Background: an optimization exercise with open tools, aiming at small area, a short achievable clock period and few clock cycles per item. Do not read the settings as production practice.
In this exercise RTL edits were held to simulation tests only and were not proved equivalent to the original.

== run A ==
Design dsp_block_mapping, start of the top module:
module dsp_block_mapping #(
    parameter NUM_BANKS         = 8,
    parameter CACHE_LINES       = 16,
    parameter BLOCK_SIZE_BYTES  = 64,
    parameter ADDR_WIDTH        = 32,
    parameter BLOCK_ID_WIDTH    = 16
)(
    input  logic                         clk,
    input  logic                         rst_n,
    input  logic [1:0]                   map_mode,
    input  logic [47:0]                  sys_config,
    input  logic                         map_req_valid,
    input  logic [BLOCK_ID_WIDTH-1:0]    block_id,
    input  logic [ADDR_WIDTH-1:0]        base_addr,
    output logic                         map_ready,
    output logic [64:0]                  mapping_result,
    output logic                         map_result_valid,
    input  logic                         map_result_ready,
    output logic [31:0]                  bank_conflict_count,
    output logic [31:0]                  cache_miss_count
);
For scale: roughly 180 flip-flops, about 230 I/O pins.
export LEC_CHECK = 0
export CAP_MARGIN = 20
export CORE_MARGIN = 2
export CORE_UTILIZATION = 65
export CTS_BUF_LIST = sky130_fd_sc_hd__clkbuf_8
export SLEW_MARGIN = 20
create_clock -name core_clock -period 55.0 [get_ports {clk}]
standard.sh (not shown) runs the stock make flow with config.mk's settings and CLKGATE_MAP_FILE= SYNTH_SCRIPT=/design/flow/synth_recipe.tcl, a recipe that flattens the netlist after the stock synthesis.
==> flow/flow/run.sh <==
#!/bin/bash
# Own layout flow: the standard ORFS flow with three changes:
#  - synthesis runs without the generic ABC pass inside Yosys's synth command
#    (SYNTH_ARGS=-noabc), so full adders are extracted from the design's own
#    XOR/majority structure; the registers are the standard synthesis's;
#  - timing repair aims for extra setup slack at the design's clock period;
#  - the ports get plain buffers.
# Each tool's output goes to a log in this folder (ORFS's per-step logs stay
# under orfs/logs).
set -euo pipefail
export SYNTH_ARGS=-noabc
export SETUP_SLACK_MARGIN=40
export BUFFER_PORTS_ARGS="-buffer_cell sky130_fd_sc_hd__buf_2"
bash standard.sh > standard_flow.log 2>&1
Both conditions hold for run A: the flow ran to the end and the final layout passed the timing, DRC and antenna checks.
Testbench counts of run A, summed over its fixed seeds: cycles 25,619, items 12,000.
The following lists how run B was set up differently from run A:
Settings: CTS_BUF_LIST no longer set, was sky130_fd_sc_hd__clkbuf_8.
--- outcome ---
Run B ended with less final critical path time including I/O delays and setup than run A. Summary of run B over run A: global-route track usage on met1 climbed 0.36 points, sequential share of layout area down 0.17 points, area of the die about even.
Relative to run B, the following input files were edited for run C:
Settings: an added CTS_CLUSTER_SIZE of 40; an added CTS_BUF_LIST of sky130_fd_sc_hd__clkbuf_8; an added CTS_CLUSTER_DIAMETER of 100.
### Flow results
Between run C and run B, it is run C whose number of detailed-route iterations in the first pass is higher, by 1. Post-cts sizing count in run C vs run B: up 2. Between run C and run B, the number of synthesized flops with an enable pin figures differ only marginally. Diff run B -> run C | area of all placed cells without fillers | down slightly. Setup WNS run B -> run C: worse. Going from run B to run C, the global-route met1 utilization was found to have gone down by 0.36 points. Comparing run C against run B, there is no change at all in port buffer count.

========
Setup of rev 12:
The RTL this note starts from:
==> flow/design.v <==
`timescale 1ns/1ps
module dsp_block_mapping #(
    parameter NUM_BANKS         = 8,
    parameter CACHE_LINES       = 16,
    parameter BLOCK_SIZE_BYTES  = 64,
    parameter ADDR_WIDTH        = 32,
    parameter BLOCK_ID_WIDTH    = 16
)(
    input  logic                         clk,
    input  logic                         rst_n,
    input  logic [1:0]                   map_mode,
    input  logic [47:0]                  sys_config,
    input  logic                         map_req_valid,
    input  logic [BLOCK_ID_WIDTH-1:0]    block_id,
    input  logic [ADDR_WIDTH-1:0]        base_addr,
    output logic                         map_ready,
    output logic [64:0]                  mapping_result,
    output logic                         map_result_valid,
    input  logic                         map_result_ready,
    output logic [31:0]                  bank_conflict_count,
    output logic [31:0]                  cache_miss_count
);
    localparam int DIV_ROWS = 4;               
    localparam int NGRP     = 16 / DIV_ROWS;   
    localparam int GW       = (NGRP <= 2) ? 1 : (NGRP <= 4) ? 2 : (NGRP <= 8) ? 3 : 4;
    logic [15:0] bs;
    logic [2:0]  bank_mask;
    logic        blocked;
    assign bs        = sys_config[31:16];
    assign bank_mask = {sys_config[43], sys_config[43] | sys_config[42],
                        sys_config[43] | sys_config[42] | sys_config[41]};
    assign blocked   = (map_mode == 2'b01);
    logic vld_q, busy_q;
    logic req_hs, res_hs;
    assign map_ready = ~(vld_q | busy_q);
    assign req_hs    = map_req_valid & map_ready;
    assign res_hs    = vld_q & map_result_ready;
    logic [31:0] l0 [0:16];
    logic [31:0] l1 [0:11];
    logic [31:0] l2 [0:7];
    logic [31:0] l3 [0:5];
    logic [31:0] l4 [0:3];
    logic [31:0] l5 [0:2];
    logic [31:0] l6 [0:1];
    always_comb begin
        for (int i = 0; i < 16; i++) l0[i] = bs[i] ? ({16'd0, block_id} << i) : 32'd0;
        l0[16] = base_addr;
        for (int i = 0; i < 5; i++) begin l1[2*i] = l0[3*i] ^ l0[3*i+1] ^ l0[3*i+2]; l1[2*i+1] = ((l0[3*i] & l0[3*i+1]) | (l0[3*i] & l0[3*i+2]) | (l0[3*i+1] & l0[3*i+2])) << 1; end
        l1[10] = l0[15]; l1[11] = l0[16];
        for (int i = 0; i < 4; i++) begin l2[2*i] = l1[3*i] ^ l1[3*i+1] ^ l1[3*i+2]; l2[2*i+1] = ((l1[3*i] & l1[3*i+1]) | (l1[3*i] & l1[3*i+2]) | (l1[3*i+1] & l1[3*i+2])) << 1; end
        for (int i = 0; i < 2; i++) begin l3[2*i] = l2[3*i] ^ l2[3*i+1] ^ l2[3*i+2]; l3[2*i+1] = ((l2[3*i] & l2[3*i+1]) | (l2[3*i] & l2[3*i+2]) | (l2[3*i+1] & l2[3*i+2])) << 1; end
        l3[4] = l2[6]; l3[5] = l2[7];
        for (int i = 0; i < 2; i++) begin l4[2*i] = l3[3*i] ^ l3[3*i+1] ^ l3[3*i+2]; l4[2*i+1] = ((l3[3*i] & l3[3*i+1]) | (l3[3*i] & l3[3*i+2]) | (l3[3*i+1] & l3[3*i+2])) << 1; end
        l5[0] = l4[0] ^ l4[1] ^ l4[2]; l5[0+1] = ((l4[0] & l4[1]) | (l4[0] & l4[2]) | (l4[1] & l4[2])) << 1; l5[2] = l4[3];
        l6[0] = l5[0] ^ l5[1] ^ l5[2]; l6[0+1] = ((l5[0] & l5[1]) | (l5[0] & l5[2]) | (l5[1] & l5[2])) << 1;
    end
    logic [2:0] prod_lo;
    logic [3:0] line_d;
    assign prod_lo = block_id[2:0] * bs[2:0];
    assign line_d  = base_addr[3:0] + {prod_lo, 1'b0};
    logic [31:0] sum_q;
    logic [30:0] car_q;
    logic [15:0] id_q;
    logic [3:0]  line_q;
    logic [2:0]  bank_q;
    logic [15:0] bs_onehot_any, bs_onehot_many;
    logic        bs_pow2;
    logic [2:0]  q_pow2;
    logic        q_small_ok, q_small;
    logic        fast_ok;
    logic [2:0]  fast_q;
    always_comb begin
        bs_onehot_any[0]  = bs[0];
        bs_onehot_many[0] = 1'b0;
        for (int i = 1; i < 16; i++) begin
            bs_onehot_many[i] = bs_onehot_many[i-1] | (bs_onehot_any[i-1] & bs[i]);
            bs_onehot_any[i]  = bs_onehot_any[i-1] | bs[i];
        end
        bs_pow2 = bs_onehot_any[15] & ~bs_onehot_many[15];
        q_pow2 = '0;
        for (int s = 0; s < 16; s++) begin
            if (bs[s]) q_pow2 = q_pow2 | 3'((block_id >> s) & 16'd7);
        end
    end
    assign q_small_ok = {1'b0, block_id[15:1]} < bs;    
    assign q_small    = block_id >= bs;
    assign fast_ok    = bs_pow2 | q_small_ok;
    assign fast_q     = bs_pow2 ? q_pow2 : {2'b00, q_small};
    logic [GW-1:0] g0;
    logic [15:0]   r_init;
    always_comb begin
        g0     = '0;
        r_init = block_id >> DIV_ROWS;
        for (int g = 1; g < NGRP; g++) begin
            if ((bs >> (16 - DIV_ROWS*g)) == 16'd0) begin
                g0     = GW'(g);
                r_init = block_id >> (DIV_ROWS*g + DIV_ROWS);
            end
        end
    end
    logic [15:0]   r_q;
    logic [GW-1:0] g_q;
    logic [15:0]   bs_q;
    logic [15:0]   r_row [0:DIV_ROWS];
    logic [DIV_ROWS-1:0] id_bits;
    logic [DIV_ROWS-1:0] q_bits;
    assign id_bits = id_q[DIV_ROWS*g_q +: DIV_ROWS];
    assign r_row[0] = r_q;
    genvar k;
    generate
        for (k = 0; k < DIV_ROWS; k++) begin : g_row
            logic [16:0] t, d;
            assign t = {r_row[k], id_bits[DIV_ROWS-1-k]};
            assign d = t - {1'b0, bs_q};
            assign q_bits[DIV_ROWS-1-k] = ~d[16];
            assign r_row[k+1] = d[16] ? t[15:0] : d[15:0];
        end
    endgenerate
    always_ff @(posedge clk or negedge rst_n) begin
        if (!rst_n) begin
            vld_q  <= 1'b0;
            busy_q <= 1'b0;
        end else begin
            if (req_hs) begin
                busy_q <= blocked & ~fast_ok;
                vld_q  <= ~blocked | fast_ok;
            end else if (busy_q) begin
                if (g_q == '0) begin
                    busy_q <= 1'b0;
                    vld_q  <= 1'b1;
                end
            end else if (res_hs) begin
                vld_q  <= 1'b0;
            end
        end
    end
    always_ff @(posedge clk) begin
        sum_q  <= l6[0];
        car_q  <= l6[1][31:1];
        id_q   <= block_id;
        line_q <= line_d;
        bs_q   <= bs;
        r_q    <= busy_q ? r_row[DIV_ROWS] : r_init;
        g_q    <= busy_q ? g_q - GW'(1) : g0;
        if (!blocked)
            bank_q <= block_id[2:0] & bank_mask;
        else if (!busy_q && fast_ok)
            bank_q <= fast_q & bank_mask;
        else if (busy_q && g_q == '0)
            bank_q <= q_bits[2:0] & bank_mask;
    end
    logic [31:0] addr;
    assign addr = sum_q + {car_q, 1'b0};
    assign mapping_result   = {id_q, 5'd0, bank_q, 4'd0, line_q, addr, vld_q};
    assign map_result_valid = vld_q;
    logic [2:0]  last_bank_q;
    logic        have_last_q;
    logic [15:0] seen_q;
    logic [4:0]  miss_q;
    logic [31:0] conf_q;
    always_ff @(posedge clk or negedge rst_n) begin
        if (!rst_n) begin
            last_bank_q <= '0;
            have_last_q <= 1'b0;
            seen_q      <= '0;
            miss_q      <= '0;
            conf_q      <= '0;
        end else if (res_hs) begin
            last_bank_q <= bank_q;
            have_last_q <= 1'b1;
            if (have_last_q && last_bank_q == bank_q)
                conf_q <= conf_q + 32'd1;
            if (!seen_q[line_q])
                miss_q <= miss_q + 5'd1;
            seen_q[line_q] <= 1'b1;
        end
    end
    assign bank_conflict_count = conf_q;
    assign cache_miss_count    = {27'd0, miss_q};
endmodule
Settings: LEC_CHECK=0, CAP_MARGIN=20, CORE_MARGIN=2, CORE_UTILIZATION=40, SLEW_MARGIN=20; clock period 55.0 ns.
==> flow/flow/run.sh <==
#!/bin/bash
# Own layout flow: the standard ORFS flow (standard synthesis unchanged),
# with timing repair asked for extra setup slack at the design's clock period
# and plain buffers on the ports. Each tool's output goes to a log in this folder.
set -euo pipefail
export SETUP_SLACK_MARGIN=42
export BUFFER_PORTS_ARGS="-buffer_cell sky130_fd_sc_hd__buf_2"
bash standard.sh > standard_flow.log 2>&1
Testbench counts of rev 12, summed over its fixed seeds: cycles 25,619, items 12,000.
[inputs] rev 13 vs rev 12
diff --git a/flow/flow/run.sh b/flow/flow/run.sh
--- a/flow/flow/run.sh
+++ b/flow/flow/run.sh
@@ -5,3 +5,3 @@
 set -euo pipefail
-export SETUP_SLACK_MARGIN=42
+export SETUP_SLACK_MARGIN=40
 export BUFFER_PORTS_ARGS="-buffer_cell sky130_fd_sc_hd__buf_2"
--- outcome ---
No run among rev 12 and rev 13 stopped early or left any final violation; all are clean. The wire length on met1 in rev 13 was lower than what rev 12 gave. Routed wire length (rev 13 over rev 12): decrease, about 11%. Summary — worst setup slack, rev 13 relative to rev 12: lower, by 300 ps. | first-pass GRT wire length | rev 13 vs rev 12 | about 7% lower |. Reported for rev 12 and rev 13, compound-cell area share of the yosys netlist turned out identical to the last digit.

## what the ideal ports hide
How much do the figures lean on ideal ports? The routed layouts below were timed once more, with nothing changed but the port constraints. Step 1 assumes that a clkbuf_16 drives the clock port and a buf_2 every other input. Step 2, shift: input delay + t, output delay - t, t = (earliest + latest rising clock arrival at the registers) / 2. This alone moves slack from input paths to output paths. Three values: no drivers, after step 1, after step 2; two values: the first two.
run	t (ns)	setup WS [ns]	worst setup path at the end	clock arrival spread, ns
run A	0.524	40.026 / 39.976 / 39.965	input to register	0.025 / 0.025
run B	0.493	40.106 / 40.051 / 39.937	input to register	0.018 / 0.019
run C	0.524	40.026 / 39.976 / 39.965	input to register	0.025 / 0.025
rev 12	0.546	40.383 / 40.328 / 40.147	input to register	0.021 / 0.021
rev 13	0.544	40.083 / 40.028 / 39.837	input to register	0.011 / 0.011
After both steps every run listed still meets setup and hold. For rev 13, which loses most, drivers alone change the setup slack by -0.055 ns; drivers and shift together by -0.246 ns.
